Source: an optimization exercise on an open RTL-to-GDS flow (aim: small area, a short achievable clock period and few clock cycles). Production flows keep margins and buffers that such runs may drop.
RTL that was checked went through simulation tests only; none was proved equivalent to the original.
Only the layout flow was run in runs 5 to 7; the RTL was not checked for function there.
Power and IR drop assume default switching activity.

### config.mk
export PLATFORM = sky130hd
export DESIGN_NAME = processor
export DESIGN_NICKNAME = processor
export VERILOG_FILES = /design/flow/design.v
export SDC_FILE = /design/flow/constraint.sdc
export NUM_CORES = 4
export LEC_CHECK = 0
export CAP_MARGIN = 20
export CORE_MARGIN = 2
export CORE_UTILIZATION = 40
export SLEW_MARGIN = 20
export SETUP_SLACK_MARGIN = 7.7
### design.v
module processor (
    input         clk,
    input         rst,
    output [15:0] imem_addr,
    input  [15:0] imem_rdata,
    output [15:0] dmem_addr,
    input  [15:0] dmem_rdata,
    output [15:0] dmem_wdata,
    output        dmem_we
);
    reg  [15:0] rf [0:15];
    reg  [15:0] pc;         
    reg  [15:0] ir;
    reg         dv;         
    reg  [3:0]  ra_a;       
    reg  [3:0]  rb_a;       
    reg         br2;        
    reg         hz;         
    wire [3:0] nop = imem_rdata[15:12];
    wire       n_mem = (nop == 4'h1) | (nop == 4'h2);
    wire       n_ra  = (nop == 4'h4) | (nop == 4'h5) | (nop == 4'h8) |
                       (nop == 4'hB) | (nop == 4'hC) | (nop == 4'hF);
    wire [3:0] n_ra_a = n_ra ? imem_rdata[7:4] : imem_rdata[11:8];
    wire [3:0] n_rb_a = (nop == 4'h2) ? {2'b11, imem_rdata[11:10]} : imem_rdata[3:0];
    reg  [15:0] opa, opb;
    reg         e_cin;
    reg  [1:0]  e_sel;      
    reg  [3:0]  e_sham;
    reg         e_shl, e_fill;
    reg         e_wen, e_ld, e_st;
    reg         e_br, e_bne;    
    reg  [3:0]  e_wd;
    reg  [15:0] maddr;
    wire [15:0] sum   = opa + opb + {15'b0, e_cin};
    wire [15:0] lor   = opa | opb;
    wire [15:0] lnand = ~(opa & opb);
    wire [15:0] sh1 = e_sham[0] ? {e_fill, opa[15:1]} : opa;
    wire [15:0] sh2 = e_sham[1] ? {{2{e_fill}}, sh1[15:2]} : sh1;
    wire [15:0] sh4 = e_sham[2] ? {{4{e_fill}}, sh2[15:4]} : sh2;
    wire [15:0] sh8 = e_sham[3] ? {{8{e_fill}}, sh4[15:8]} : sh4;
    wire [15:0] sh8_rev;
    genvar gi;
    generate for (gi = 0; gi < 16; gi = gi + 1) begin : g_rev
        assign sh8_rev[gi] = sh8[15 - gi];
    end endgenerate
    wire [15:0] shres = e_shl ? sh8_rev : sh8;
    reg  [15:0] alu;
    always @(*) begin
        case (e_sel)
            2'd0: alu = sum;
            2'd1: alu = lor;
            2'd2: alu = lnand;
            default: alu = shres;
        endcase
    end
    wire [15:0] wdata = e_ld ? dmem_rdata : alu;
    always @(posedge clk)
        if (e_wen) rf[e_wd] <= wdata;
    wire [3:0] op = ir[15:12];
    wire [3:0] fd = ir[11:8];
    wire [3:0] fa = ir[7:4];
    wire       dval = dv & ~br2;
    wire [15:0] ra = rf[ra_a];
    wire [15:0] rb = rf[rb_a];
    wire        hza = e_wen & (e_wd == ra_a);
    wire        hzb = e_wen & (e_wd == rb_a);
    wire [15:0] fwa = hza ? wdata : ra;
    wire [15:0] fwb = hzb ? wdata : rb;
    wire d_mem = (op == 4'h1) | (op == 4'h2);
    wire d_br  = (op == 4'h4) | (op == 4'h5);
    wire d_jmp = (op == 4'h3);
    wire d_rr  = (op == 4'h8) | (op == 4'hB) | (op == 4'hC) | (op == 4'hF);
    wire d_zx  = (op == 4'hA) | (op == 4'hE);
    wire d_sub = (op == 4'hC) | (op == 4'hD) | (op == 4'hE);
    wire d_alu = (op == 4'h0) | (op[3] | (op[2] & op[1]));
    wire d_shl = (ir[1:0] == 2'b01);
    wire d_sha = (ir[1:0] == 2'b11);
    wire taken = e_br & ((opa == opb) ^ e_bne);
    wire stall = dval & hz;
    wire go    = dval & ~hz & ~taken;
    wire jump  = dval & d_jmp;    
    wire       d_wen = d_alu | (op == 4'h1);
    wire [3:0] d_wd  = (op == 4'h1) ? {2'b11, fd[3:2]} : fd;
    wire       n_hz  = go & d_wen &
                       n_mem & (d_wd[3:2] == 2'b10) & (imem_rdata[9:8] == d_wd[1:0]);
    reg [15:0] base;
    always @(*) begin
        case (fd[1:0])
            2'd0: base = rf[8];
            2'd1: base = rf[9];
            2'd2: base = rf[10];
            default: base = rf[11];
        endcase
    end
    wire [15:0] sx8 = {{8{ir[7]}}, ir[7:0]};
    wire [15:0] imm = d_zx ? {8'h00, ir[7:0]} : sx8;
    wire [15:0] bsrc = (d_rr | d_br | (op == 4'h2)) ? fwb : imm;
    wire [15:0] fwa_rev;
    generate for (gi = 0; gi < 16; gi = gi + 1) begin : g_rev2
        assign fwa_rev[gi] = fwa[15 - gi];
    end endgenerate
    wire [15:0] pc_next = pc + (jump ? {{4{ir[11]}}, ir[11:0]} : 16'd2);
    always @(posedge clk) begin
        opa    <= (op == 4'h0 && d_shl) ? fwa_rev : fwa;
        opb    <= d_sub ? ~bsrc : bsrc;
        e_cin  <= d_sub;
        e_sel  <= (op == 4'h0) ? 2'd3 :
                  ((op == 4'h6) | (op == 4'hF)) ? 2'd1 :
                  ((op == 4'h7) | (op == 4'hB)) ? 2'd2 : 2'd0;
        e_sham <= fa;
        e_shl  <= d_shl;
        e_fill <= d_sha & fwa[15];
        e_ld   <= (op == 4'h1);
        e_wd   <= d_wd;
        e_bne  <= op[0];
        maddr  <= base + {sx8[14:0], 1'b0};
        if (rst) begin
            pc    <= 16'h0000;
            dv    <= 1'b0;
            br2   <= 1'b0;
            hz    <= 1'b0;
            e_wen <= 1'b0;
            e_st  <= 1'b0;
            e_br  <= 1'b0;
        end else begin
            e_br  <= go & d_br;
            e_wen <= go & d_wen;
            e_st  <= go & (op == 4'h2);
            br2   <= taken;
            hz    <= 1'b0;
            if (br2) begin
                pc <= ra;
                dv <= 1'b0;
            end else begin
                if (!stall) begin
                    hz   <= n_hz;
                    pc   <= pc_next;
                    ir   <= imem_rdata;
                    rb_a <= n_rb_a;
                end
                if (taken) begin
                    hz   <= 1'b0;
                    dv   <= 1'b0;
                    ra_a <= e_wd;
                end else if (!stall) begin
                    dv   <= ~jump;
                    ra_a <= n_ra_a;
                end
            end
        end
    end
    assign imem_addr  = pc;
    assign dmem_addr  = maddr;
    assign dmem_wdata = opb;
    assign dmem_we    = e_st;
endmodule
### standard.sh
#!/bin/bash
# synth_recipe.tcl (not shown) runs the flow's synth.tcl, then flattens the netlist and writes it again
# the make line also repeats each setting of config.mk as NAME=value (left out here)
make -C /OpenROAD-flow-scripts/flow DESIGN_CONFIG=/design/flow/config.mk WORK_HOME=/design/flow/orfs CLKGATE_MAP_FILE= SYNTH_SCRIPT=/design/flow/synth_recipe.tcl "${@:-finish}"
### flow/run.sh
#!/bin/bash
# Standard ORFS layout (the standard.sh), with repair_timing asked for
# a larger setup margin so that it shortens the critical paths further.
set -euo pipefail
echo "export SETUP_SLACK_MARGIN = 7.7" >> config.mk
bash standard.sh finish > standard_flow.log 2>&1 || { tail -50 standard_flow.log; exit 1; }
tail -5 standard_flow.log
### constraint.sdc
create_clock -name core_clock -period 11.0 [get_ports {clk}]
set_input_delay 2.2000 -clock core_clock [delete_from_list [all_inputs] [get_ports {clk}]]
set_output_delay 2.2000 -clock core_clock [all_outputs]
set_load 0.01 [all_outputs]
==> summary.txt, run 1 <==
crit path kind flop to flop; Max-slew headroom 28.3%; Peak supply drop 102 uV; initial core utilization 40.6%; Yosys reg bits 369; most used cell, CP a21o_1; share of cells above drive strength 1 33.9%; Initial DRT Pass Iterations 5; Iter 0 DRT Violations 1523; std cell rows 82; largest net degree at the start of global routing 67; leakage 8.58 nW; pins over their slew limit 0; global-route wire length before repair 94.9 mm; RSZ-0062 raised after global routing true; IO Pins 83; drt total wl 63.8 mm; vias per cell 6.19; syn_nets 1576; commonest non-fill, non-tap cells in the layout 280 x edfxtp_1, 195 x mux4_2, 81 x nor2_1; Post-synth EDFFs 280; Synth top area share 41.1%; CTS tree built; asr flop ratio synth 0%; Die Span X 230 um; all-layer global routing usage 24.2%; routed vias 14300; slowest cell on the critical path edfxtp_1; max-cap check violation count 0; Diodes inserted 0; clock sink count 369; CP Capture Type flop; Syn Area/Cell 13.9 um^2; CTS buffer count 42; Post-synth top flop edfxtp_1; cts hold-fix bufs 0; post-route setup slack 7650 ps; DR DRC count 0; CP required 11450 ps; clock root cell clkbuf_16; Core ar. 0.0504 mm^2; final setup vio count 0; clk buf depth 3; power density cells 182 mW/mm^2; CP max FO 7; Antenna Violating Nets Remaining 0; Reg2Reg Depth 12; min Tclk post-route 3350 ps; Synth warnings 1; sequential area share after synthesis 49.8%; Setup crit start kind flop; post-synthesis cell count 1477; Finished Cell Area 0.0243 mm^2; clk latency of the worst-skew pair 580 ps; Worst Path Arrival 3790 ps; period utilisation layout 30.4%; HPWL Detailed 42.4 mm; Max Clk Rate 299 MHz; Fin. Hold Viols 0; die height 230 um; Final Power 4.41 mW; H-tree depth 2; GP Congestion 0.935; CP peak stage delay 420 ps; Layout Skew 25.7 ps; ranking of synthesized cells by area edfxtp_1 41%, mux4_2 21%, dfxtp_1 8.7%; initial antenna violation count 1; final std cells w/o fill 2310; status finished clean; leading area contributor after synthesis edfxtp_1; area of the mapped netlist 0.0205 mm^2; Place WS 6340 ps; HP Class flop to flop; vias in the first global route 14200; Placed Area 0.0222 mm^2; number of cells on the worst hold path 2; I/O Buffers 82; Yosys cell types 72; synth-to-layout area growth 18.4%; critical path cell sequence and4_4 -> and2_4 -> ha_4 -> fa_2 -> a21o_1 -> a221oi_4 -> o21ai_2 -> a21o_1 -> a221o_1 -> a211oi_2 -> xor2_1 -> a2111oi_2; Clock Pin Slew Worst Setup and Hold Paths 60 ps; total gr overflow 0; commonest non-fill, non-tap cell in the layout edfxtp_1; Die Area 0.0530 mm^2; nets 1704; Hold Slack 507 ps; Wirelength per Cell 27.6 um; Worst-Margin Slew 1080 ps; final setup TNS 0 ps; post-placement cell count 2177; Core Util, Final 48.1%
flip-flops by register name (all words and copies together) (netlist names), 4 cells and up, named ones only:
register and cells:
maddr 16, e_wd 4, pc 16, ir 16, rf 256, rb_a 4, e_sham 4, opa 16
ra_a 4, opb 16
critical path: cells and delay by family (launching register included):
| family | cells | cell delay [ps] |
|---|---|---|
| AO/OA/AOI/OAI | 7 | 1770 |
| adder cells (fa/ha/maj) | 2 | 500 |
| flip-flops | 1 | 420 |
| XOR/XNOR | 1 | 110 |
| AND/OR/NAND/NOR | 2 | 430 |
cell type report:
cell class / count / area [um^2]
clock inverter: 19 / 140
timing repair buffer: 169 / 1400
multi-input combinational: 953 / 10200
clock buffer: 58 / 1150
fill: 4341 / 26100
inverter: 70 / 270
sequential: 369 / 10300
tap: 672 / 841
kinds of logic (layout without fill, tap and decap cells):
kind of cell,Yosys count,in the layout,synth area share [%]
AOI/OAI and AO/OA,254,254,8.46
xor gates and xnor gates,52,52,2.22
adders and majority gates,65,65,4.12
buffers and inverters,156,316,2.95
DFF,369,369,49.8
muxes,261,261,25.0
and+or+nand+nor,320,321,7.53
what timing repair did:
action / in CTS / in global routing
pin swaps: 11 / 18
buffers inserted: 38 / 17
cloned: 1 / 0
gates resized for setup: 302 / 64
endpoints found under the setup margin: 292 / 110
cell usage after synthesis (16+ instances only):
master    count
a21oi_1      52
nand3_1      24
and2_1       17
dfxtp_1      89
clkbuf_1     61
ha_1         61
inv_1        67
nand2_1      73
mux2_2       25
edfxtp_1    280
buf_1        16
nor3_1       26
nand2b_1     17
a211oi_1     16
o21ai_0      51
xnor2_1      39
nor2_1       95
mux4_2      195
mux2i_1      38
where the power goes:
group	switching, mW	internal, mW	total [mW]
Clock	0.570	0.759	1.33
Combinational	0.726	0.525	1.25
Sequential	0.0974	1.74	1.83
per-layer routing:
metal / vias to the layer above / routed length (um) / GRT usage, %
met5: - / 7 / 0
met3: 119 / 5010 / 4.19
met4: 2 / 2610 / 10.2
li1: 6129 / - / -
met2: 683 / 31000 / 39.5
met1: 7377 / 25100 / 32.1
worst paths after layout:
path / start / to / slack, ps
setup / recovery: ir[13] / pc[14] / 7650
hold / removal: pc[13] / pc[13] / 510
hold reg to reg: pc[13] / pc[13] / 510
setup reg to reg: ir[13] / pc[14] / 7650
Testbench counts, summed over its fixed seeds: cycles 36,361.
==> inputs of run 2 (changes only) <==
--- a/config.mk
+++ b/config.mk
@@ -8,5 +8,7 @@
 export CAP_MARGIN = 20
 export CORE_MARGIN = 2
 export CORE_UTILIZATION = 40
+export CTS_BUF_LIST = sky130_fd_sc_hd__clkbuf_4 sky130_fd_sc_hd__clkbuf_8
+export CTS_CLUSTER_SIZE = 30
 export SLEW_MARGIN = 20
 export SETUP_SLACK_MARGIN = 7.7
==> summary.txt, run 2 <==
status finished clean; Fillers 4346 (+0.12%); Worst-Margin Slew 1080 ps (+2.06 ps); DR DRC count 0 (unchanged); CP Capture Type flop; register area 0.0103 mm^2 (about the same); Fin. Hold Viols 0 (unchanged); worst setup path startpoint ir[14]; Post-synth top flop edfxtp_1; Synth top area share 41.1% (unchanged); routed vias 14400 (+0.48%); share of cells above drive strength 1 36.4% (+2.5 points); min Tclk post-route 3360 ps (+14.8 ps); Synth Area in XOR/XNOR 2.22% (unchanged); Setup crit start kind flop; post-synthesis cell count 1477 (unchanged); clock power share 29.6% (-0.5 points); Sw Share 32.1% (+0.49 points); CP peak stage delay 440 ps (+20 ps); largest net degree at the start of global routing 67 (unchanged); Iter 0 DRT Violations 1486 (-2.4%); compound-gate portion of the synthesized area 8.46% (unchanged); Initial DRT Pass Iterations 5 (unchanged); RSZ-0062 raised after global routing true; clk latency of the worst-skew pair 630 ps (+50 ps); Reg-to-Reg End pc[14]; all-layer global routing usage 24.5% (+0.31 points); die height 230 um (unchanged); period utilisation layout 30.6% (+0.13 points); clock sink count 369 (unchanged); internal cell power 2.99 mW (-0.87%); CP required 11510 ps (+60 ps); max reg flops 256 (unchanged); global-route wire length before repair 95.9 mm (+1.0%); Logic pwr share 28.8% (+0.5 points); final std cells w/o fill 2364 (+2.3%); Core ar. 0.0504 mm^2 (unchanged); post-route setup slack 7640 ps (-14.8 ps); leakage 8.74 nW (+1.8%); synth cell count leaders 280 x edfxtp_1, 195 x mux4_2, 95 x nor2_1; area of the multi-input gates 0.0101 mm^2 (-0.33%); syn_nets 1576 (unchanged); vias in the first global route 14600 (+2.4%); std cell rows 82 (unchanged); Layout Skew 34.3 ps (+8.58 ps); Reg2Reg Depth 13 (+1); final setup vio count 0 (unchanged); Worst Setup EP pc[14]; CTS tree built; slowest cell on the critical path edfxtp_1; HP Class flop to flop; Finished Cell Area 0.0245 mm^2 (+1.0%); most used cell, CP a21o_1; critical path cell sequence nor2_4 -> and4_4 -> and2_4 -> ha_4 -> fa_2 -> a21o_1 -> a221oi_4 -> o21ai_2 -> a21o_1 -> a221o_1 -> a211oi_2 -> xor2_1 -> a2111oi_2; Worst Path Arrival 3870 ps (+80 ps); commonest non-fill, non-tap cell in the layout edfxtp_1; H-tree depth 3 (+1); Diodes inserted 0 (unchanged); Clock Pin Slew Worst Setup and Hold Paths 70 ps (about the same); synth-to-layout area growth 19.7%; vias per cell 6.08 (-1.8%); drt total wl 64.4 mm (+0.95%); Synth warnings 1 (unchanged); total gr overflow 0 (unchanged); Placed Area 0.0222 mm^2 (unchanged); Die Area 0.0530 mm^2 (unchanged); power density cells 180 mW/mm^2 (-1.2%); nets 1742 (+2.2%); Flop pwr share 41.6% (about the same); main combinational cell family by area after synthesis multiplexers; simple-gate portion of the synthesized area 7.53% (unchanged); max-cap check violation count 0 (unchanged); initial antenna violation count 0 (-1); ranking of synthesized cells by area edfxtp_1 41%, mux4_2 21%, dfxtp_1 8.7%; final setup TNS 0 ps (unchanged); FF-to-FF setup slack 7640 ps (about the same); Yosys cell types 72 (unchanged); CTS buffer count 66 (+57%); Max-slew headroom 28.1% (-0.14 points); Antenna Violating Nets Remaining 0 (unchanged); Place WS 6340 ps (unchanged); Die Span X 230 um (unchanged); Syn Area/Cell 13.9 um^2 (unchanged); sw power 1.41 mW (+1.4%); GP Congestion 0.935 (unchanged); CP max FO 7 (unchanged); initial core utilization 40.6% (unchanged); adder-cell share of the synthesized area 4.12% (unchanged); IO Pins 83 (unchanged); post-placement cell count 2177 (unchanged); I/O Buffers 82 (unchanged); post-synthesis mux area share 25.0% (unchanged); r2r startpoint ir[14]; area of the mapped netlist 0.0205 mm^2 (unchanged); commonest non-fill, non-tap cells in the layout 280 x edfxtp_1, 195 x mux4_2, 92 x buf_4; crit path kind flop to flop; Peak supply drop 78.6 uV (-23%); asr flop ratio synth 0% (unchanged); HPWL Detailed 42.4 mm (unchanged); Post-synth EDFFs 280 (unchanged); cts hold-fix bufs 0 (unchanged); most common cell in the netlist edfxtp_1; clock root cell clkbuf_8; Hold Slack 534 ps (+27.3 ps); Max Clk Rate 298 MHz (-0.44%); Wirelength per Cell 27.3 um (-1.4%); Yosys reg bits 369 (unchanged); sequential area share after synthesis 49.8% (unchanged); pins over their slew limit 0 (unchanged); clk buf depth 3 (unchanged); leading area contributor after synthesis edfxtp_1; Most flops, register rf
-- run 2: changes by cell type in the layout (fill, tap and decap cells not counted), moves of 3 or more --
cell and delta:
clkbuf_8 +70, clkbuf_16 -43, buf_6 +24, buf_2 -22, buf_4 +13, clkbuf_1 -13, clkbuf_4 +13, clkinv_1 +8
dfxtp_1 -5, dfxtp_2 +4, ha_1 +3
-- run 2: metrics by stage --
step                      power (mW)  utilization (%)
after global placement          2.96             44.0
after global routing            4.59             48.6
after detailed placement        2.98             44.0
after CTS                       4.36             48.0
after floorplan                 2.53                -
final                           4.41             48.6
-- run 2: how the worst min path moves through the flow --
| stage | startpoint | to | slack [ps] | cells past startpoint |
|---|---|---|---|---|
| finish | ir[10] | e_wd[2] | 530 | 1 |
| global route | ir[10] | e_wd[2] | 540 | 1 |
| CTS | ir[10] | e_wd[2] | 530 | 1 |
| detailed placement | ir[12] | e_bne | 510 | 0 |
| global placement | pc[2] | pc[2] | 490 | 2 |
| floorplan | ir[4] | e_sham[0] | 390 | 0 |
-- run 2: logic make-up (layout without fill, tap and decap cells) --
group / count (synthesis) / count (layout)
AND/OR/NAND/NOR: 320 / 321
AO/OA/AOI/OAI: 254 / 254
buffers and inverters: 156 / 370
adder cells (fa/ha/maj): 65 / 65
flip-flops: 369 / 369
XOR/XNOR: 52 / 52
multiplexers: 261 / 261
-- run 2: repair_timing --
item	CTS	global route
endpoints found under the setup margin	276	127
pin swaps	12	16
gates resized for setup	335	52
gates cloned	1	0
setup buffers	54	15
-- run 2: power groups by stage --
| stage | registers, mW | logic [mW] | clock network [mW] |
|---|---|---|---|
| after floorplan | 1.81 | 0.716 | 0 |
| after global placement | 1.86 | 1.10 | 0 |
| after detailed placement | 1.86 | 1.11 | 0 |
| after CTS | 1.83 | 1.20 | 1.33 |
| after global routing | 1.84 | 1.36 | 1.39 |
| final | 1.83 | 1.27 | 1.30 |
-- run 2: critical path: cells and delay by family (launching register included) --
family / cells / cell delay (ps)
fa+ha+maj: 2 / 490
simple gates: 3 / 450
flops: 1 / 440
compound gates: 7 / 1760
xor+xnor: 1 / 110
-- run 2: layer usage --
| metal | GRT usage, % | wire length, um | vias to the layer above |
|---|---|---|---|
| met4 | 11.3 | 2860 | 0 |
| met5 | 0 | 0 | - |
| met1 | 32.1 | 25700 | 7390 |
| li1 | - | - | 6217 |
| met3 | 4.28 | 4650 | 130 |
| met2 | 39.9 | 31300 | 641 |
-- run 2: area by class of cell --
type	count	area share, %
multi-input combinational	953	41.3
sequential	369	42.0
timing repair buffer	183	6.71
inverter	70	1.09
clock inverter	32	0.970
clock buffer	85	4.44
tap	672	3.43
==> inputs of run 3 (changes only) <==
--- a/design.v
+++ b/design.v
@@ -16,6 +16,8 @@
     reg  [3:0]  rb_a;       
     reg         br2;        
     reg         hz;         
+    reg         dj;         
+    reg         dshl;       
     wire [3:0] nop = imem_rdata[15:12];
     wire       n_mem = (nop == 4'h1) | (nop == 4'h2);
     wire       n_ra  = (nop == 4'h4) | (nop == 4'h5) | (nop == 4'h8) |
@@ -65,6 +67,16 @@
     wire        hza = e_wen & (e_wd == ra_a);
     wire        hzb = e_wen & (e_wd == rb_a);
     wire [15:0] fwa = hza ? wdata : ra;
+    wire [15:0] wdata_rev, ra_rev;
+    reg  [15:0] opa_n;
+    always @(*) begin
+        case ({hza, dshl})
+            2'b00: opa_n = ra;
+            2'b01: opa_n = ra_rev;
+            2'b10: opa_n = wdata;
+            default: opa_n = wdata_rev;
+        endcase
+    end
     wire [15:0] fwb = hzb ? wdata : rb;
     wire d_mem = (op == 4'h1) | (op == 4'h2);
     wire d_br  = (op == 4'h4) | (op == 4'h5);
@@ -78,7 +90,7 @@
     wire taken = e_br & ((opa == opb) ^ e_bne);
     wire stall = dval & hz;
     wire go    = dval & ~hz & ~taken;
-    wire jump  = dval & d_jmp;    
+    wire jump  = dval & dj;       
     wire       d_wen = d_alu | (op == 4'h1);
     wire [3:0] d_wd  = (op == 4'h1) ? {2'b11, fd[3:2]} : fd;
     wire       n_hz  = go & d_wen &
@@ -95,13 +107,13 @@
     wire [15:0] sx8 = {{8{ir[7]}}, ir[7:0]};
     wire [15:0] imm = d_zx ? {8'h00, ir[7:0]} : sx8;
     wire [15:0] bsrc = (d_rr | d_br | (op == 4'h2)) ? fwb : imm;
-    wire [15:0] fwa_rev;
     generate for (gi = 0; gi < 16; gi = gi + 1) begin : g_rev2
-        assign fwa_rev[gi] = fwa[15 - gi];
+        assign ra_rev[gi] = ra[15 - gi];
+        assign wdata_rev[gi] = wdata[15 - gi];
     end endgenerate
     wire [15:0] pc_next = pc + (jump ? {{4{ir[11]}}, ir[11:0]} : 16'd2);
     always @(posedge clk) begin
-        opa    <= (op == 4'h0 && d_shl) ? fwa_rev : fwa;
+        opa    <= opa_n;
         opb    <= d_sub ? ~bsrc : bsrc;
         e_cin  <= d_sub;
         e_sel  <= (op == 4'h0) ? 2'd3 :
@@ -136,6 +148,8 @@
                     hz   <= n_hz;
                     pc   <= pc_next;
                     ir   <= imem_rdata;
+                    dj   <= (nop == 4'h3);
+                    dshl <= (nop == 4'h0) & (imem_rdata[1:0] == 2'b01);
                     rb_a <= n_rb_a;
                 end
                 if (taken) begin
--- a/config.mk
+++ b/config.mk
@@ -7,8 +7,7 @@
 export LEC_CHECK = 0
 export CAP_MARGIN = 20
 export CORE_MARGIN = 2
-export CORE_UTILIZATION = 40
-export CTS_BUF_LIST = sky130_fd_sc_hd__clkbuf_4 sky130_fd_sc_hd__clkbuf_8
-export CTS_CLUSTER_SIZE = 30
+export CORE_UTILIZATION = 60
+export PLACE_DENSITY = 0.75
 export SLEW_MARGIN = 20
 export SETUP_SLACK_MARGIN = 7.7
==> summary.txt, run 3 <==
status finished clean; Synth top area share 41.5% (+0.47 points); std cell rows 67 (-18%); Sw Share 31.4% (-0.69 points); power density cells 187 mW/mm^2 (+4.1%); Flop pwr share 41.9% (+0.3 points); Post-synth top flop edfxtp_1; Iter 0 DRT Violations 1592 (+7.1%); clock power share 29.3% (-0.3 points); all-layer global routing usage 33.9% (+9.3 points); Fin. Hold Viols 0 (unchanged); CP peak stage delay 310 ps (-130 ps); period utilisation layout 29.7% (-0.83 points); CP Capture Type output pin; Top Usage Layer GRT met2; Max-slew headroom 26.9% (-1.2 points); initial core utilization 60.8% (+20 points); min Tclk post-route 3270 ps (-91.0 ps); area of the mapped netlist 0.0204 mm^2 (-0.42%); total gr overflow 0 (unchanged); most common cell in the netlist edfxtp_1; met1 global-route usage 45.4% (+13 points); post-placement cell count 1905 (-12%); Die Span X 188 um (-18%); CP max FO 1 (-6); Layout Skew 23.2 ps (-11.1 ps); CTS buffer count 40 (-39%); HP Class flop to flop; initial antenna violation count 0 (unchanged); register area 0.0103 mm^2 (+0.44%); clk buf depth 3 (unchanged); synth-to-layout area growth 15.9%; M3 GR Usage 6.59% (+2.3 points); max reg flops 256 (unchanged); syn_nets 1525 (-3.2%); Syn Area/Cell 14.3 um^2 (+3.1%); vias in the first global route 13900 (-4.7%); Fillers 2271 (-48%); sw power 1.39 mW (-1.8%); leakage 8.61 nW (-1.5%); CP top delay family flip-flops; H-tree depth 2 (-1); Worst-Margin Slew 1090 ps (+11.7 ps); Initial DRT Pass Iterations 5 (unchanged); Most flops, register rf; leading area contributor after synthesis edfxtp_1; ranking of synthesized cells by area edfxtp_1 42%, mux4_2 21%, dfxtp_1 8.7%; die height 188 um (-18%); Placed Area 0.0218 mm^2 (-1.6%); post-route setup slack 7730 ps (+91.0 ps); met2 usage 54.8% (+15 points); final std cells w/o fill 2020 (-15%); Synth warnings 1 (unchanged); share of cells above drive strength 1 32.7% (-3.7 points); Yosys reg bits 371 (+0.54%); Buffers & Inverters on Critical Path 1 (+1); largest net degree at the start of global routing 66 (-1.5%); pins over their slew limit 0 (unchanged); Core ar. 0.0335 mm^2 (-33%); commonest non-fill, non-tap cells in the layout 282 x edfxtp_1, 188 x mux4_2, 72 x mux2i_1; internal cell power 3.03 mW (+1.4%); area of the multi-input gates 0.00991 mm^2 (-2.2%); Wirelength per Cell 29.4 um (+8.0%); critical path cell sequence clkdlybuf4s15_1; IO Pins 83 (unchanged); routed vias 14100 (-2.1%); Antenna Violating Nets Remaining 0 (unchanged); Peak supply drop 159 uV (+100%); Finished Cell Area 0.0236 mm^2 (-3.6%); slowest cell on the critical path dfxtp_1; cts hold-fix bufs 0 (unchanged); Worst Path Arrival 1070 ps (-2800 ps); global-route wire length before repair 88.0 mm (-8.3%); HPWL Detailed 38.5 mm (-9.1%); max-cap check violation count 0 (unchanged); CP required 8800 ps (-2710 ps); Yosys cell types 71 (-1.4%); post-synthesis cell count 1426 (-3.5%); Max Clk Rate 306 MHz (+2.8%); asr flop ratio synth 0% (unchanged); sequential area share after synthesis 50.3% (+0.50 points); I/O Buffers 82 (unchanged); RSZ-0062 raised after global routing true; synth cell count leaders 282 x edfxtp_1, 188 x mux4_2, 89 x dfxtp_1; final setup vio count 0 (unchanged); GP Congestion 0.907 (-3.0%); crit path kind flop to output pin; Clock Pin Slew Worst Setup and Hold Paths 60 ps (about the same); nets 1645 (-5.6%); DR DRC count 0 (unchanged); Logic pwr share 28.8% (about the same); Diodes inserted 0 (unchanged); clk latency of the worst-skew pair 560 ps (-70 ps); drt total wl 59.4 mm (-7.7%); Setup crit start kind flop; vias per cell 6.97 (+15%); Place WS 6480 ps (+147 ps); final setup TNS 0 ps (unchanged); clock sink count 371 (+0.54%); Die Area 0.0355 mm^2 (-33%); Post-synth EDFFs 282 (+0.71%); CTS tree built; clock root cell clkbuf_16; commonest non-fill, non-tap cell in the layout edfxtp_1
## run 3: cell types whose count changed in the layout (fill, tap and decap cells not counted), sizes merged, moves of 7 or more
cell,change
and2,-12
clkinv,-8
mux2,-7
nand3,-11
clkdlybuf4s15,+10
nor2,-19
clkbuf,-32
a21oi,-8
mux2i,+35
buf,-33
o21a,-8
## run 3: repair_timing
action | 4_1_cts | 5_1_grt
resized for setup | 265 | 50
setup buffers | 31 | 15
gates cloned | 1 | 0
pin swaps | 13 | 18
endpoints found under the setup margin | 249 | 39
## run 3: layer usage
layer  vias to the layer above  wire length (um)
met1                      7154             22200
met5                         -                 0
li1                       5904                 -
met3                       165              5930
met4                         0              2730
met2                       858             28600
## run 3: path summary, 6_finish.rpt
check	slack [ps]	end	cells after the start	startpoint
setup / recovery	7730	dmem_addr[10]	1	maddr[10]
hold / removal	510	pc[10]	2	pc[10]
setup reg to reg	7730	maddr[14]	13	ir[8]
hold reg to reg	510	pc[10]	2	pc[10]
## run 3: final cells by class
cell class | count | area share, %
flip-flops and latches | 371 | 43.8
multi-input cells | 900 | 41.9
repair buffers | 163 | 5.50
clock buffers | 48 | 4.54
well taps | 448 | 2.37
inverters | 70 | 1.14
clock inverters | 20 | 0.752
## run 3: kinds of logic after synthesis
family / count (synthesis) / synth area share [%]
AO/OA/AOI/OAI: 219 / 7.14
XOR/XNOR: 53 / 2.28
multiplexers: 290 / 26.7
buffers and inverters: 156 / 3.12
flip-flops: 371 / 50.3
adder cells (fa/ha/maj): 65 / 4.14
AND/OR/NAND/NOR: 272 / 6.39
## run 3: power groups by stage
stage	logic [mW]	clock network, mW	registers, mW
2_1_floorplan	0.730	0	1.84
5_1_grt	1.35	1.36	1.86
4_1_cts	1.20	1.31	1.85
3_5_place_dp	1.13	0	1.88
6_report	1.28	1.30	1.85
3_3_place_gp	1.11	0	1.88
## run 3: through the flow
| stage | hold WS (ps) | power, mW | util (%) |
|---|---|---|---|
| after global placement | 499 | 2.98 | 65.1 |
| after global routing | 524 | 4.57 | 70.5 |
| after CTS | 509 | 4.36 | 70.0 |
| after detailed placement | 504 | 3.01 | 65.1 |
| after floorplan | 346 | 2.57 | - |
| final | 506 | 4.42 | 70.5 |
Testbench counts of run 3, summed over its fixed seeds: cycles 36,361.
==> inputs of run 4 (changes only) <==
--- a/config.mk
+++ b/config.mk
@@ -7,7 +7,6 @@
 export LEC_CHECK = 0
 export CAP_MARGIN = 20
 export CORE_MARGIN = 2
-export CORE_UTILIZATION = 60
-export PLACE_DENSITY = 0.75
+export CORE_UTILIZATION = 40
 export SLEW_MARGIN = 20
 export SETUP_SLACK_MARGIN = 7.7
==> summary.txt, run 4 <==
status finished clean; Core ar. 0.0503 mm^2 (+50%); leakage 8.52 nW (-1.0%); period utilisation layout 30.1% (+0.37 points); clock root cell clkbuf_16; post-synthesis cell count 1426 (unchanged); die height 230 um (+22%); I/O Buffers 82 (unchanged); Initial DRT Pass Iterations 5 (unchanged); most used cell, CP a21oi_2; Sw Share 31.2% (-0.21 points); Yosys reg bits 371 (unchanged); Layout Skew 29.4 ps (+6.17 ps); clock sink count 371 (unchanged); Wirelength per Cell 27.8 um (-5.6%); met2 usage 39.1% (-16 points); total gr overflow 0 (unchanged); vias per cell 6.07 (-13%); Peak supply drop 103 uV (-35%); routed vias 13500 (-4.1%); final setup vio count 0 (unchanged); sw power 1.38 mW (-0.40%); Most flops, register rf; Iter 0 DRT Violations 1530 (-3.9%); Antenna Violating Nets Remaining 0 (unchanged); synth cell count leaders 282 x edfxtp_1, 188 x mux4_2, 89 x dfxtp_1; Synth warnings 1 (unchanged); CTS tree built; Worst-Margin Slew 1100 ps (+12.7 ps); RSZ-0062 raised after global routing true; HP Class flop to flop; Yosys cell types 71 (unchanged); global-route wire length before repair 90.2 mm (+2.5%); Top Usage Layer GRT met2; Die Span X 230 um (+22%); share of cells above drive strength 1 32.2% (-0.48 points); slowest cell on the critical path mux4_2; CTS buffer count 41 (+2.5%); cts hold-fix bufs 0 (unchanged); CP peak stage delay 490 ps (+180 ps); Die Area 0.0528 mm^2 (+49%); power density cells 186 mW/mm^2 (-0.67%); Max Clk Rate 302 MHz (-1.2%); initial antenna violation count 1 (+1); Syn Area/Cell 14.3 um^2 (unchanged); leading area contributor after synthesis edfxtp_1; post-placement cell count 2121 (+11%); met1 global-route usage 30.5% (-15 points); all-layer global routing usage 23.3% (-11 points); CP max FO 3 (+2); DR DRC count 0 (unchanged); internal cell power 3.05 mW (+0.58%); Post-synth EDFFs 282 (unchanged); Finished Cell Area 0.0239 mm^2 (+0.95%); Synth top area share 41.5% (unchanged); final std cells w/o fill 2224 (+10%); CP Capture Type flop; Fillers 4356 (+92%); Diodes inserted 0 (unchanged); synth-to-layout area growth 17.0%; sequential area share after synthesis 50.3% (unchanged); area of the multi-input gates 0.00996 mm^2 (+0.47%); H-tree depth 2 (unchanged); ranking of synthesized cells by area edfxtp_1 42%, mux4_2 21%, dfxtp_1 8.7%; largest net degree at the start of global routing 65 (-1.5%); Fin. Hold Viols 0 (unchanged); area of the mapped netlist 0.0204 mm^2 (unchanged); Logic pwr share 28.1% (-0.7 points); IO Pins 83 (unchanged); clk latency of the worst-skew pair 560 ps (about the same); HPWL Detailed 41.1 mm (+6.7%); drt total wl 61.8 mm (+3.9%); Placed Area 0.0221 mm^2 (+1.2%); commonest non-fill, non-tap cell in the layout edfxtp_1; vias in the first global route 13500 (-3.0%); initial core utilization 40.6% (-20 points); max reg flops 256 (unchanged); GP Congestion 0.961 (+6.0%); M3 GR Usage 3.91% (-2.7 points); register area 0.0103 mm^2 (about the same); clk buf depth 3 (unchanged); nets 1623 (-1.3%); critical path cell sequence buf_12 -> buf_4 -> mux4_2 -> ha_1 -> a21o_1 -> a21oi_2 -> nor2b_1 -> o21a_1 -> o311a_1 -> o31ai_2 -> o21bai_1 -> a21oi_2 -> xnor2_2; syn_nets 1525 (unchanged); pins over their slew limit 0 (unchanged); CP required 11440 ps (+2640 ps); most common cell in the netlist edfxtp_1; Post-synth top flop edfxtp_1; Setup crit start kind flop; max-cap check violation count 0 (unchanged); Worst Path Arrival 3750 ps (+2680 ps); final setup TNS 0 ps (unchanged); Flop pwr share 41.8% (about the same); crit path kind flop to flop; commonest non-fill, non-tap cells in the layout 282 x edfxtp_1, 188 x mux4_2, 69 x mux2i_1; std cell rows 82 (+22%); min Tclk post-route 3310 ps (+41.0 ps); asr flop ratio synth 0% (unchanged); Clock Pin Slew Worst Setup and Hold Paths 60 ps (about the same); clock power share 30.1% (+0.8 points); Max-slew headroom 25.7% (-1.2 points)
-- run 4: per-stage QoR --
| stage | hold WS (ps) | worst slack, ps | util, % | power (mW) |
|---|---|---|---|---|
| 6_report | 511 | 7690 | 47.5 | 4.44 |
| 5_1_grt | 557 | 7580 | 47.5 | 4.59 |
| 4_1_cts | 513 | 7580 | 47.0 | 4.40 |
| 3_5_place_dp | 522 | 6490 | 43.9 | 3.02 |
| 3_3_place_gp | 511 | 6510 | 43.9 | 3.01 |
| 2_1_floorplan | 346 | 7650 | - | 2.57 |
-- run 4: final timing paths --
kind	start	end	slack, ps	cells past startpoint
worst min-delay path	pc[9]	pc[9]	510	2
worst max-delay path	ir[8]	maddr[14]	7690	13
worst max register to register	ir[8]	maddr[14]	7690	13
worst min register to register	pc[9]	pc[9]	510	2
-- run 4: area by class of cell --
class / count / area share [%]
Clock buffer: 53 / 4.67
Clock inverter: 18 / 0.708
Inverter: 70 / 1.13
Multi-Input combinational cell: 900 / 41.7
Sequential cell: 371 / 43.4
Tap cell: 672 / 3.52
Timing Repair Buffer: 140 / 4.87
-- run 4: power groups by stage --
| stage | Clock, mW | Combinational [mW] | Sequential [mW] |
|---|---|---|---|
| 3_3_place_gp | 0 | 1.13 | 1.88 |
| 4_1_cts | 1.36 | 1.19 | 1.85 |
| 6_report | 1.33 | 1.25 | 1.85 |
| 3_5_place_dp | 0 | 1.14 | 1.88 |
| 5_1_grt | 1.40 | 1.33 | 1.86 |
| 2_1_floorplan | 0 | 0.730 | 1.84 |
-- run 4: worst max-delay path, delay by kind of cell (launching register included) --
| family | cells | cell delay (ps) |
|---|---|---|
| XOR/XNOR | 1 | 160 |
| AND/OR/NAND/NOR | 1 | 70 |
| adder cells (fa/ha/maj) | 1 | 310 |
| flip-flops | 1 | 410 |
| buffers and inverters | 2 | 300 |
| multiplexers | 1 | 490 |
| AO/OA/AOI/OAI | 7 | 1450 |
-- run 4: logic make-up after synthesis --
group / after synthesis / synth area share (%)
adders and majority gates: 65 / 4.14
AOI/OAI and AO/OA: 219 / 7.14
DFF: 371 / 50.3
xor gates and xnor gates: 53 / 2.28
muxes: 290 / 26.7
and+or+nand+nor: 272 / 6.39
buffers and inverters: 156 / 3.12
-- run 4: routing by layer --
layer  share of wire, %  routed length, um
met5              0.021                 13
met4                3.6               2230
met3                7.0               4340
met2                 49              30200
met1                 40              25000
-- run 4: timing repair --
item,4_1_cts,5_1_grt
gates cloned,1,1
setup endpoints to repair,275,72
pin swaps,12,10
setup buffers,21,9
gates resized for setup,299,45
==> inputs of run 5 (changes only) <==
--- a/design.v
+++ b/design.v
@@ -14,9 +14,10 @@
     reg         dv;         
     reg  [3:0]  ra_a;       
     reg  [3:0]  rb_a;       
-    reg         br2;        
+    reg         bp;         
     reg         hz;         
     reg         dj;         
+    reg         dbr;        
     reg         dshl;       
     wire [3:0] nop = imem_rdata[15:12];
     wire       n_mem = (nop == 4'h1) | (nop == 4'h2);
@@ -61,7 +62,6 @@
     wire [3:0] op = ir[15:12];
     wire [3:0] fd = ir[11:8];
     wire [3:0] fa = ir[7:4];
-    wire       dval = dv & ~br2;
     wire [15:0] ra = rf[ra_a];
     wire [15:0] rb = rf[rb_a];
     wire        hza = e_wen & (e_wd == ra_a);
@@ -78,9 +78,6 @@
         endcase
     end
     wire [15:0] fwb = hzb ? wdata : rb;
-    wire d_mem = (op == 4'h1) | (op == 4'h2);
-    wire d_br  = (op == 4'h4) | (op == 4'h5);
-    wire d_jmp = (op == 4'h3);
     wire d_rr  = (op == 4'h8) | (op == 4'hB) | (op == 4'hC) | (op == 4'hF);
     wire d_zx  = (op == 4'hA) | (op == 4'hE);
     wire d_sub = (op == 4'hC) | (op == 4'hD) | (op == 4'hE);
@@ -88,9 +85,9 @@
     wire d_shl = (ir[1:0] == 2'b01);
     wire d_sha = (ir[1:0] == 2'b11);
     wire taken = e_br & ((opa == opb) ^ e_bne);
-    wire stall = dval & hz;
-    wire go    = dval & ~hz & ~taken;
-    wire jump  = dval & dj;       
+    wire stall = dv & (hz | (dbr & ~bp));
+    wire go    = dv & ~hz & ~bp;
+    wire jump  = dv & dj;
     wire       d_wen = d_alu | (op == 4'h1);
     wire [3:0] d_wd  = (op == 4'h1) ? {2'b11, fd[3:2]} : fd;
     wire       n_hz  = go & d_wen &
@@ -106,7 +103,7 @@
     end
     wire [15:0] sx8 = {{8{ir[7]}}, ir[7:0]};
     wire [15:0] imm = d_zx ? {8'h00, ir[7:0]} : sx8;
-    wire [15:0] bsrc = (d_rr | d_br | (op == 4'h2)) ? fwb : imm;
+    wire [15:0] bsrc = (d_rr | dbr | (op == 4'h2)) ? fwb : imm;
     generate for (gi = 0; gi < 16; gi = gi + 1) begin : g_rev2
         assign ra_rev[gi] = ra[15 - gi];
         assign wdata_rev[gi] = wdata[15 - gi];
@@ -129,37 +126,32 @@
         if (rst) begin
             pc    <= 16'h0000;
             dv    <= 1'b0;
-            br2   <= 1'b0;
+            bp    <= 1'b0;
             hz    <= 1'b0;
             e_wen <= 1'b0;
             e_st  <= 1'b0;
             e_br  <= 1'b0;
         end else begin
-            e_br  <= go & d_br;
+            e_br  <= go & dbr;
             e_wen <= go & d_wen;
             e_st  <= go & (op == 4'h2);
-            br2   <= taken;
+            bp    <= go & dbr;
             hz    <= 1'b0;
-            if (br2) begin
-                pc <= ra;
+            if (taken) begin
+                pc <= ra;               
                 dv <= 1'b0;
-            end else begin
-                if (!stall) begin
-                    hz   <= n_hz;
-                    pc   <= pc_next;
-                    ir   <= imem_rdata;
-                    dj   <= (nop == 4'h3);
-                    dshl <= (nop == 4'h0) & (imem_rdata[1:0] == 2'b01);
-                    rb_a <= n_rb_a;
-                end
-                if (taken) begin
-                    hz   <= 1'b0;
-                    dv   <= 1'b0;
-                    ra_a <= e_wd;
-                end else if (!stall) begin
-                    dv   <= ~jump;
-                    ra_a <= n_ra_a;
-                end
+            end else if (!stall) begin
+                hz   <= n_hz;
+                pc   <= pc_next;
+                ir   <= imem_rdata;
+                dv   <= ~jump;
+                dj   <= (nop == 4'h3);
+                dbr  <= (nop == 4'h4) | (nop == 4'h5);
+                dshl <= (nop == 4'h0) & (imem_rdata[1:0] == 2'b01);
+                ra_a <= n_ra_a;
+                rb_a <= n_rb_a;
+            end else if (go & dbr) begin
+                ra_a <= fd;
             end
         end
     end
==> summary.txt, run 5 <==
Reg-to-Reg End maddr[15]; Wirelength per Cell 27.5 um (-1.0%); slowest cell on the critical path mux4_2; post-route setup slack 7690 ps (+0.590 ps); Fin. Hold Viols 0 (unchanged); Core ar. 0.0512 mm^2 (+1.8%); most common cell in the netlist edfxtp_1; cts hold-fix bufs 0 (unchanged); Hold Slack 500 ps (-10.2 ps); GP Congestion 0.924 (-3.9%); CP max FO 3 (unchanged); Fillers 4467 (+2.5%); Clock Pin Slew Worst Setup and Hold Paths 70 ps (about the same); post-synthesis cell count 1494 (+4.8%); r2r startpoint ir[8]; Reg2Reg Depth 12 (-1); Layout Skew 30.0 ps (+0.657 ps); I/O Buffers 82 (unchanged); share of cells above drive strength 1 32.7% (+0.47 points); all-layer global routing usage 24.1% (+0.80 points); final setup vio count 0 (unchanged); HP Class flop to flop; Peak supply drop 98.1 uV (-4.6%); syn_nets 1593 (+4.5%); largest net degree at the start of global routing 65 (unchanged); Max-slew headroom 28.0% (+2.3 points); DR DRC count 0 (unchanged); critical path cell sequence buf_12 -> mux4_2 -> ha_2 -> fa_2 -> a21o_1 -> a21oi_2 -> o21bai_2 -> a31oi_2 -> o21ai_2 -> o41ai_4 -> mux2i_1 -> a2111oi_2; CTS buffer count 42 (+2.4%); nets 1716 (+5.7%); Placed Area 0.0224 mm^2 (+1.5%); H-tree depth 2 (unchanged); die height 232 um (+0.76%); clk latency of the worst-skew pair 570 ps (about the same); FF-to-FF setup slack 7690 ps (about the same); CP peak stage delay 540 ps (+50 ps); worst setup path startpoint ir[8]; Worst-Margin Slew 1080 ps (-22.5 ps); clk buf depth 3 (unchanged); Flop pwr share 39.2% (-2.6 points); routed vias 14300 (+6.1%); CP required 11450 ps (about the same); drt total wl 64.0 mm (+3.6%); post-placement cell count 2210 (+4.2%); HP Start pc[11]; crit path kind flop to flop; area of the mapped netlist 0.0207 mm^2 (+1.5%); max reg flops 256 (unchanged); HPWL Detailed 43.3 mm (+5.4%); commonest non-fill, non-tap cells in the layout 283 x edfxtp_1, 192 x mux4_2, 98 x nand2_1; Sw Share 32.5% (+1.3 points); Most flops, register rf; Place WS 6480 ps (-10.2 ps); pins over their slew limit 0 (unchanged); min Tclk post-route 3310 ps (-0.590 ps); max-cap check violation count 0 (unchanged); Die Span X 232 um (+0.76%); CTS tree built; Yosys reg bits 371 (unchanged); sw power 1.59 mW (+15%); Iter 0 DRT Violations 1372 (-10%); RSZ-0062 raised after global routing true; IO Pins 83 (unchanged); Synth top area share 41.0% (-0.48 points); Die Area 0.0536 mm^2 (+1.5%); leading area contributor after synthesis edfxtp_1; clock sink count 371 (unchanged); CP Capture Type flop; Syn Area/Cell 13.9 um^2 (-3.1%); final std cells w/o fill 2329 (+4.7%); CP top delay family compound AO/OA/AOI/OAI gates; period utilisation layout 30.1% (about the same); Initial DRT Pass Iterations 7 (+2); asr flop ratio synth 0% (unchanged); final setup TNS 0 ps (unchanged); Diodes inserted 0 (unchanged); Finished Cell Area 0.0243 mm^2 (+2.0%); status finished clean; Antenna Violating Nets Remaining 0 (unchanged); Buffers & Inverters on Critical Path 1 (-1); clock root cell clkbuf_16; leakage 8.75 nW (+2.8%); power density cells 201 mW/mm^2 (+8.2%); Worst Path Arrival 3760 ps (about the same); Post-synth top flop edfxtp_1; commonest non-fill, non-tap cell in the layout edfxtp_1; initial core utilization 40.4% (-0.12 points); Post-synth EDFFs 283 (+0.35%); sequential area share after synthesis 49.5% (-0.71 points); Synth warnings 1 (unchanged); clock power share 29.9% (-0.2 points); vias per cell 6.15 (+1.3%); Max Clk Rate 302 MHz (about the same); global-route wire length before repair 94.3 mm (+4.5%); Logic pwr share 30.9% (+2.8 points); total gr overflow 0 (unchanged); synth cell count leaders 283 x edfxtp_1, 192 x mux4_2, 100 x nand2_1; synth-to-layout area growth 17.5%; initial antenna violation count 2 (+1); vias in the first global route 14200 (+5.7%); hold endpoint pc[11]; internal cell power 3.30 mW (+8.2%); ranking of synthesized cells by area edfxtp_1 41%, mux4_2 21%, dfxtp_1 8.5%; std cell rows 83 (+1.2%); Yosys cell types 84 (+18%); number of cells on the worst hold path 2 (unchanged); Setup crit start kind flop
[run 5: metal layers]
metal	up-vias	wire length, um	track usage (%)
met1	7360	25000	30.7
li1	6215	-	-
met5	-	32	0
met3	141	4310	3.91
met2	601	32100	41.2
met4	4	2600	8.91
[run 5: logic make-up (layout without fill, tap and decap cells)]
group                    after synthesis  after routing  share of synthesized area [%]
AO/OA/AOI/OAI                        260            260                           8.91
XOR/XNOR                              54             54                           2.28
adder cells (fa/ha/maj)               65             65                           4.07
buffers and inverters                158            313                           3.17
flip-flops                           371            371                           49.5
multiplexers                         248            248                           24.1
AND/OR/NAND/NOR                      338            338                           7.92
[run 5: stage by stage]
stage / power, mW / util (%)
floorplan: 2.78 / -
global placement: 3.32 / 43.7
detailed placement: 3.34 / 43.8
CTS: 4.87 / 47.2
global route: 5.08 / 47.5
finish: 4.89 / 47.5
[run 5: final cells by class]
class	instances	area (um^2)	share of cell area (%)
Clock inverter	20	233	0.956
Timing Repair Buffer	169	1320	5.43
Clock buffer	56	1210	4.97
Inverter	65	251	1.03
Multi-Input combinational cell	965	10100	41.5
Timing Repair inverter	3	22.5	0.0926
Sequential cell	371	10400	42.6
Tap cell	680	851	3.50
[run 5: power groups by stage]
| stage | logic [mW] | clock network (mW) | registers (mW) |
|---|---|---|---|
| CTS | 1.47 | 1.48 | 1.91 |
| global route | 1.62 | 1.54 | 1.93 |
| floorplan | 0.884 | 0 | 1.90 |
| detailed placement | 1.40 | 0 | 1.94 |
| global placement | 1.38 | 0 | 1.94 |
| finish | 1.51 | 1.47 | 1.92 |
[run 5: repair_timing]
action                     in CTS  in global routing
cloned                          2                  1
resized for setup             295                 39
setup buffers                  33                  7
setup endpoints to repair     232                182
pin swaps                      10                  7
[run 5: worst min-delay path, stage by stage (launching register included)]
cell and delay, ps:
dfxtp_2 330, nand2_1 50, a311oi_1 80
[run 5: worst max path at each step]
stage,to,slack (ps),depth (start not counted)
finish,maddr[15],7690,12
detailed placement,flop,6480,4
CTS,maddr[15],7540,12
floorplan,flop,7650,6
global route,maddr[15],7600,12
global placement,rf[8][4],6490,3
==> inputs of run 6 (changes only) <==
--- a/config.mk
+++ b/config.mk
@@ -5,6 +5,7 @@
 export SDC_FILE = /design/flow/constraint.sdc
 export NUM_CORES = 4
 export LEC_CHECK = 0
+export ABC_AREA = 1
 export CAP_MARGIN = 20
 export CORE_MARGIN = 2
 export CORE_UTILIZATION = 40
==> summary.txt, run 6 <==
period utilisation layout 30.0% (-0.10 points); Setup crit start kind flop; global-route wire length before repair 115 mm (+22%); Iter 0 DRT Violations 2324 (+69%); CP peak stage delay 410 ps (-130 ps); Peak supply drop 110 uV (+12%); clk latency of the worst-skew pair 580 ps (about the same); sequential area share after synthesis 47.3% (-2.2 points); pins over their slew limit 0 (unchanged); commonest non-fill, non-tap cells in the layout 552 x nand2_1, 416 x nand3_1, 324 x inv_1; vias in the first global route 18600 (+31%); HP Class flop to flop; Yosys reg bits 371 (unchanged); max-cap check violation count 0 (unchanged); Hold Slack 449 ps (-51.2 ps); die height 237 um (+2.3%); CTS buffer count 42 (unchanged); crit path kind flop to output pin; cts hold-fix bufs 0 (unchanged); Max-slew headroom 29.5% (+1.5 points); asr flop ratio synth 0% (unchanged); vias per cell 5.80 (-5.7%); Diodes inserted 0 (unchanged); nets 2833 (+65%); min Tclk post-route 3300 ps (-11.2 ps); post-placement cell count 3358 (+52%); I/O Buffers 82 (unchanged); H-tree depth 2 (unchanged); initial antenna violation count 1 (-1); clock root cell clkbuf_16; leading area contributor after synthesis edfxtp_1; routed vias 20100 (+40%); Fin. Hold Viols 0 (unchanged); Initial DRT Pass Iterations 6 (-1); final setup TNS 0 ps (unchanged); Placed Area 0.0230 mm^2 (+2.8%); final std cells w/o fill 3462 (+49%); Yosys cell types 50 (-40%); Die Span X 237 um (+2.3%); most common cell in the netlist nand2_1; GP Congestion 0.928 (+0.42%); Post-synth top flop edfxtp_1; commonest non-fill, non-tap cell in the layout nand2_1; std cell rows 85 (+2.4%); Buffers & Inverters on Critical Path 1 (unchanged); clock sink count 371 (unchanged); Synth top area share 39.2% (-1.8 points); slowest cell on the critical path dfxtp_4; initial core utilization 40.4% (-0.085 points); Core ar. 0.0537 mm^2 (+4.9%); CP top delay family flip-flops; total gr overflow 0 (unchanged); share of cells above drive strength 1 9.58% (-23 points); HPWL Detailed 51.1 mm (+18%); Clock Pin Slew Worst Setup and Hold Paths 60 ps (about the same); DR DRC count 0 (unchanged); area of the mapped netlist 0.0217 mm^2 (+4.7%); synth-to-layout area growth 13.3%; synth cell count leaders 559 x nand2_1, 416 x nand3_1, 328 x inv_1; Die Area 0.0561 mm^2 (+4.6%); FF-to-FF setup slack 7820 ps (+130 ps); critical path cell sequence buf_6; CP required 8800 ps (-2650 ps); Wirelength per Cell 22.1 um (-20%); CP Capture Type output pin; RSZ-0062 raised after global routing true; Synth warnings 1 (unchanged); ranking of synthesized cells by area edfxtp_1 39%, nand2_1 9.7%, nand3_1 9.6%; largest net degree at the start of global routing 115 (+77%); Finished Cell Area 0.0246 mm^2 (+0.91%); drt total wl 76.5 mm (+19%); Max Clk Rate 303 MHz (+0.34%); Core Util, Final 45.7% (-1.8 points); Layout Skew 18.3 ps (-11.7 ps); CTS tree built; max reg flops 256 (unchanged); Syn Area/Cell 8.06 um^2 (-42%); power density cells 183 mW/mm^2 (-8.9%); leakage 10.4 nW (+19%); status finished clean; final setup vio count 0 (unchanged); Worst Path Arrival 1100 ps (-2660 ps); Most flops, register rf; Worst-Margin Slew 1060 ps (-23.5 ps); CP max FO 3 (unchanged); Antenna Violating Nets Remaining 0 (unchanged); post-synthesis cell count 2688 (+80%); clk buf depth 3 (unchanged); syn_nets 2787 (+75%); all-layer global routing usage 26.9% (+2.9 points); IO Pins 83 (unchanged); Post-synth EDFFs 283 (unchanged)
## run 6: cell count changes after synthesis, moves of 25 or more
cell,previous run,this run
nand2_1,100,559
nand3_1,22,416
inv_1,61,328
o21ai_0,37,244
a21oi_1,44,247
mux4_2,192,0
o211ai_1,10,71
buf_2,24,67
xnor2_1,35,9
and3_1,25,0
mux2i_1,28,3
## run 6: stage by stage
stage	total power [mW]	worst slack, ps
after floorplan	2.60	7740
after global placement	3.08	6980
after detailed placement	3.10	6920
after CTS	4.49	7550
after global routing	4.70	7610
final	4.50	7700
## run 6: layout make-up
type,count,area [um^2]
Timing Repair Buffer,146,1130
Inverter,344,1310
Multi-Input combinational cell,1829,9560
Clock inverter,20,171
Fill cell,5164,29200
Clock buffer,56,1170
Tap cell,696,871
Sequential cell,371,10300
## run 6: per-layer routing
metal | global-route usage (%) | vias to the layer above | share of wire [%]
li1 | - | 9350 | -
met1 | 36.6 | 9574 | 42
met2 | 43.2 | 997 | 46
met3 | 4.17 | 160 | 8.8
met4 | 10.5 | 0 | 3.6
met5 | 0 | - | 0
## run 6: cells by family after synthesis
kind of cell,after synthesis,share of synthesized area [%]
XOR/XNOR,28,1.13
adder cells (fa/ha/maj),65,3.89
flip-flops,371,47.3
buffers and inverters,489,9.09
multiplexers,3,0.139
AND/OR/NAND/NOR,1108,22.4
AO/OA/AOI/OAI,624,16.0
## run 6: final timing paths
path / start / endpoint / cells past startpoint
worst max-delay path: opb[10] / dmem_wdata[10] / 1
worst max register to register: opa[12] / ir[8] / 10
worst min-delay path: ir[12] / e_bne / 0
worst min register to register: ir[12] / e_bne / 0
## run 6: repair_timing
action / in CTS / in global routing
pin swaps: 1 / 3
setup buffers: 20 / 7
resized for setup: 243 / 39
endpoints found under the setup margin: 105 / 83
cloned: 1 / 0
## run 6: report_power, final
group          switching [mW]  leakage, nW  total, mW  internal [mW]
Combinational           0.911         6.41       1.27          0.363
Clock                   0.578        0.657       1.39          0.814
Sequential             0.0985         3.31       1.83           1.74
==> inputs of run 7 (changes only) <==
--- a/design.v
+++ b/design.v
@@ -28,13 +28,14 @@
     reg  [15:0] opa, opb;
     reg         e_cin;
     reg  [1:0]  e_sel;      
-    reg  [3:0]  e_sham;
-    reg         e_shl, e_fill;
+    reg         e_fill;
     reg         e_wen, e_ld, e_st;
     reg         e_br, e_bne;    
     reg  [3:0]  e_wd;
     reg  [15:0] maddr;
     wire [15:0] sum   = opa + opb + {15'b0, e_cin};
+    wire [3:0]  e_sham = opb[7:4];
+    wire        e_shl  = (opb[1:0] == 2'b01);
     wire [15:0] lor   = opa | opb;
     wire [15:0] lnand = ~(opa & opb);
     wire [15:0] sh1 = e_sham[0] ? {e_fill, opa[15:1]} : opa;
@@ -61,7 +62,6 @@
         if (e_wen) rf[e_wd] <= wdata;
     wire [3:0] op = ir[15:12];
     wire [3:0] fd = ir[11:8];
-    wire [3:0] fa = ir[7:4];
     wire [15:0] ra = rf[ra_a];
     wire [15:0] rb = rf[rb_a];
     wire        hza = e_wen & (e_wd == ra_a);
@@ -82,7 +82,6 @@
     wire d_zx  = (op == 4'hA) | (op == 4'hE);
     wire d_sub = (op == 4'hC) | (op == 4'hD) | (op == 4'hE);
     wire d_alu = (op == 4'h0) | (op[3] | (op[2] & op[1]));
-    wire d_shl = (ir[1:0] == 2'b01);
     wire d_sha = (ir[1:0] == 2'b11);
     wire taken = e_br & ((opa == opb) ^ e_bne);
     wire stall = dv & (hz | (dbr & ~bp));
@@ -116,8 +115,6 @@
         e_sel  <= (op == 4'h0) ? 2'd3 :
                   ((op == 4'h6) | (op == 4'hF)) ? 2'd1 :
                   ((op == 4'h7) | (op == 4'hB)) ? 2'd2 : 2'd0;
-        e_sham <= fa;
-        e_shl  <= d_shl;
         e_fill <= d_sha & fwa[15];
         e_ld   <= (op == 4'h1);
         e_wd   <= d_wd;
--- a/config.mk
+++ b/config.mk
@@ -5,9 +5,10 @@
 export SDC_FILE = /design/flow/constraint.sdc
 export NUM_CORES = 4
 export LEC_CHECK = 0
-export ABC_AREA = 1
 export CAP_MARGIN = 20
 export CORE_MARGIN = 2
 export CORE_UTILIZATION = 40
+export CTS_CLUSTER_DIAMETER = 80
+export CTS_CLUSTER_SIZE = 24
 export SLEW_MARGIN = 20
 export SETUP_SLACK_MARGIN = 7.7
==> summary.txt, run 7 <==
area of the mapped netlist 0.0206 mm^2 (-4.9%); Die Span X 231 um (-2.4%); Reg-to-Reg End opa[7]; final setup vio count 0 (unchanged); Wirelength per Cell 28.6 um (+30%); all-layer global routing usage 24.7% (-2.2 points); Setup crit start kind flop; post-synthesis cell count 1512 (-44%); post-route setup slack 7630 ps (-74.0 ps); global-route wire length before repair 96.6 mm (-16%); Die Area 0.0534 mm^2 (-4.8%); Initial DRT Pass Iterations 7 (+1); Clock Pin Slew Worst Setup and Hold Paths 100 ps (+40 ps); final setup TNS 0 ps (unchanged); leakage 8.65 nW (-17%); CTS tree built; Diodes inserted 0 (unchanged); commonest non-fill, non-tap cells in the layout 283 x edfxtp_1, 185 x mux4_2, 106 x nand2_1; I/O Buffers 82 (unchanged); H-tree depth 1 (-1); RSZ-0062 raised after global routing true; status finished clean; critical path cell sequence buf_12 -> buf_6; number of cells on the worst hold path 1 (+1); sequential area share after synthesis 49.3% (+2.0 points); share of cells above drive strength 1 33.7% (+24 points); HPWL Detailed 43.8 mm (-14%); clock sink count 366 (-1.3%); commonest non-fill, non-tap cell in the layout edfxtp_1; Antenna Violating Nets Remaining 0 (unchanged); Post-synth EDFFs 283 (unchanged); Post-synth top flop edfxtp_1; FF-to-FF setup slack 7690 ps (-130 ps); synth cell count leaders 283 x edfxtp_1, 185 x mux4_2, 109 x nand2_1; clock root cell clkbuf_16; Place WS 6630 ps (-294 ps); synth-to-layout area growth 18.5%; power density cells 188 mW/mm^2 (+2.7%); crit path kind flop to output pin; initial core utilization 40.3% (about the same); asr flop ratio synth 0% (unchanged); Iter 0 DRT Violations 1576 (-32%); clk latency of the worst-skew pair 580 ps (about the same); Core ar. 0.0511 mm^2 (-4.9%); HP Class flop to flop; GP Congestion 0.942 (+1.6%); die height 231 um (-2.4%); DR DRC count 0 (unchanged); nets 1735 (-39%); leading area contributor after synthesis edfxtp_1; CP Capture Type output pin; Reg2Reg Depth 13 (+3); syn_nets 1611 (-42%); CP max FO 3 (unchanged); Finished Cell Area 0.0244 mm^2 (-0.56%); final std cells w/o fill 2334 (-33%); CP peak stage delay 360 ps (-50 ps); CTS buffer count 25 (-40%); Worst Path Arrival 1170 ps (+70 ps); Synth warnings 1 (unchanged); post-placement cell count 2212 (-34%); std cell rows 83 (-2.4%); min Tclk post-route 3370 ps (+74.0 ps); Max Clk Rate 296 MHz (-2.2%); max reg flops 256 (unchanged); initial antenna violation count 0 (-1); vias per cell 6.24 (+7.6%); Yosys reg bits 366 (-1.3%); slowest cell on the critical path dfxtp_4; Layout Skew 25.0 ps (+6.71 ps); most common cell in the netlist edfxtp_1; routed vias 14600 (-27%); Yosys cell types 74 (+48%); Max-slew headroom 29.7% (+0.23 points); Most flops, register rf; CP required 8800 ps (about the same); IO Pins 83 (unchanged); HP Start ra_a[2]; total gr overflow 0 (unchanged); Worst-Margin Slew 1050 ps (-2.24 ps); Hold Slack 563 ps (+113 ps); Syn Area/Cell 13.6 um^2 (+69%); Fin. Hold Viols 0 (unchanged); Placed Area 0.0223 mm^2 (-3.3%); vias in the first global route 14200 (-24%); largest net degree at the start of global routing 65 (-43%); r2r startpoint opb[0]; Synth top area share 41.2% (+2.0 points); max-cap check violation count 0 (unchanged); pins over their slew limit 0 (unchanged); period utilisation layout 30.7% (+0.67 points); drt total wl 66.8 mm (-13%); clk buf depth 3 (unchanged); ranking of synthesized cells by area edfxtp_1 41%, mux4_2 20%, dfxtp_1 8.1%; Peak supply drop 99.5 uV (-9.1%)
==> run 7: per-stage QoR <==
step | util [%] | total power [mW]
global route | 47.8 | 4.77
CTS | 46.8 | 4.49
detailed placement | 43.6 | 3.36
global placement | 43.6 | 3.35
floorplan | - | 2.79
finish | 47.8 | 4.59
==> run 7: timing repair <==
| item | in CTS | in global routing |
|---|---|---|
| gates resized for setup | 339 | 58 |
| hold buffers | 0 | 0 |
| buffers inserted | 49 | 21 |
| gates cloned | 5 | 2 |
| pin swaps | 10 | 20 |
| endpoints found under the setup margin | 295 | 151 |
==> run 7: worst max path at each step <==
| stage | to | slack (ps) | start |
|---|---|---|---|
| final | dmem_wdata[7] | 7630 | opb[7] |
| after global routing | maddr[15] | 7590 | ir[8] |
| after CTS | dmem_wdata[7] | 7600 | opb[7] |
| after detailed placement | ir[7] | 6630 | rst |
| after global placement | ir[7] | 6660 | rst |
| after floorplan | flop | 7650 | imem_rdata[15] |
==> run 7: cell families after synthesis <==
logic type                 count (synthesis)  synth area share (%)
and+or+nand+nor                          326                  7.44
muxes                                    253                  24.1
buffers and inverters                    163                  3.26
adders and majority gates                 65                  4.09
xor gates and xnor gates                  53                  2.25
DFF                                      366                  49.3
AOI/OAI and AO/OA                        286                  9.54
==> run 7: layout make-up <==
cell class,instances,area (um^2)
sequential,366,10200
multi-input combinational,984,10400
inverter,62,240
clock inverter,15,198
clock buffer,30,654
tap,680,851
timing repair inverter,1,7.51
timing repair buffer,196,1810
fill,4428,26700
==> run 7: per-layer routing <==
metal | global-route usage (%) | vias to the layer above | wire length [um]
li1 | - | 6263 | -
met1 | 31.9 | 7557 | 26300
met2 | 41.6 | 636 | 32600
met3 | 4.25 | 115 | 4920
met4 | 9.58 | 0 | 2920
met5 | 0 | - | 0
==> run 7: critical path, delay by kind of cell (launching register included) <==
kind | cells | cell delay (ps)
buf+inv | 2 | 230
flops | 1 | 360
==> run 7: where the power goes <==
group          total [mW]  leakage, nW  switching [mW]  internal, mW
Combinational        1.73         4.97            1.03         0.706
Clock                1.00        0.415           0.541         0.460
Sequential           1.86         3.26           0.102          1.76
Total                4.59         8.65            1.67          2.93

## port drivers added, routing unchanged
The flow's constraints put no driver on any port. The routed layouts listed below were extracted and timed again, unchanged, in two steps.
Step 1 sets driving cells, clkbuf_16 on the clock port and buf_2 on the other inputs (assumed; they add their load-dependent delay and slew).
Step 2 also shifts input and output timing later by t, the mid clock arrival at the registers, as if the neighbouring blocks saw the same clock.
a / b / c = ideal / step 1 / step 2; a / b = the first two.
run	shift t [ns]	setup slack, ns	worst slew at a driven data input, ns
run 1	0.621	7.654 / 7.654 / 7.190	0.05
run 2	0.673	7.639 / 7.624 / 7.155	0.05
run 3	0.597	7.730 / 7.679 / 7.181	0.04
run 4	0.601	7.689 / 7.676 / 7.134	0.06
run 5	0.610	7.690 / 7.665 / 7.161	0.04
run 6	0.628	7.701 / 7.642 / 7.180	0.05
run 7	0.623	7.627 / 7.569 / 7.194	0.06
After both steps every run listed still meets setup and hold. For run 4, which loses most, drivers alone change the setup slack by -0.013 ns; drivers and shift together by -0.555 ns.
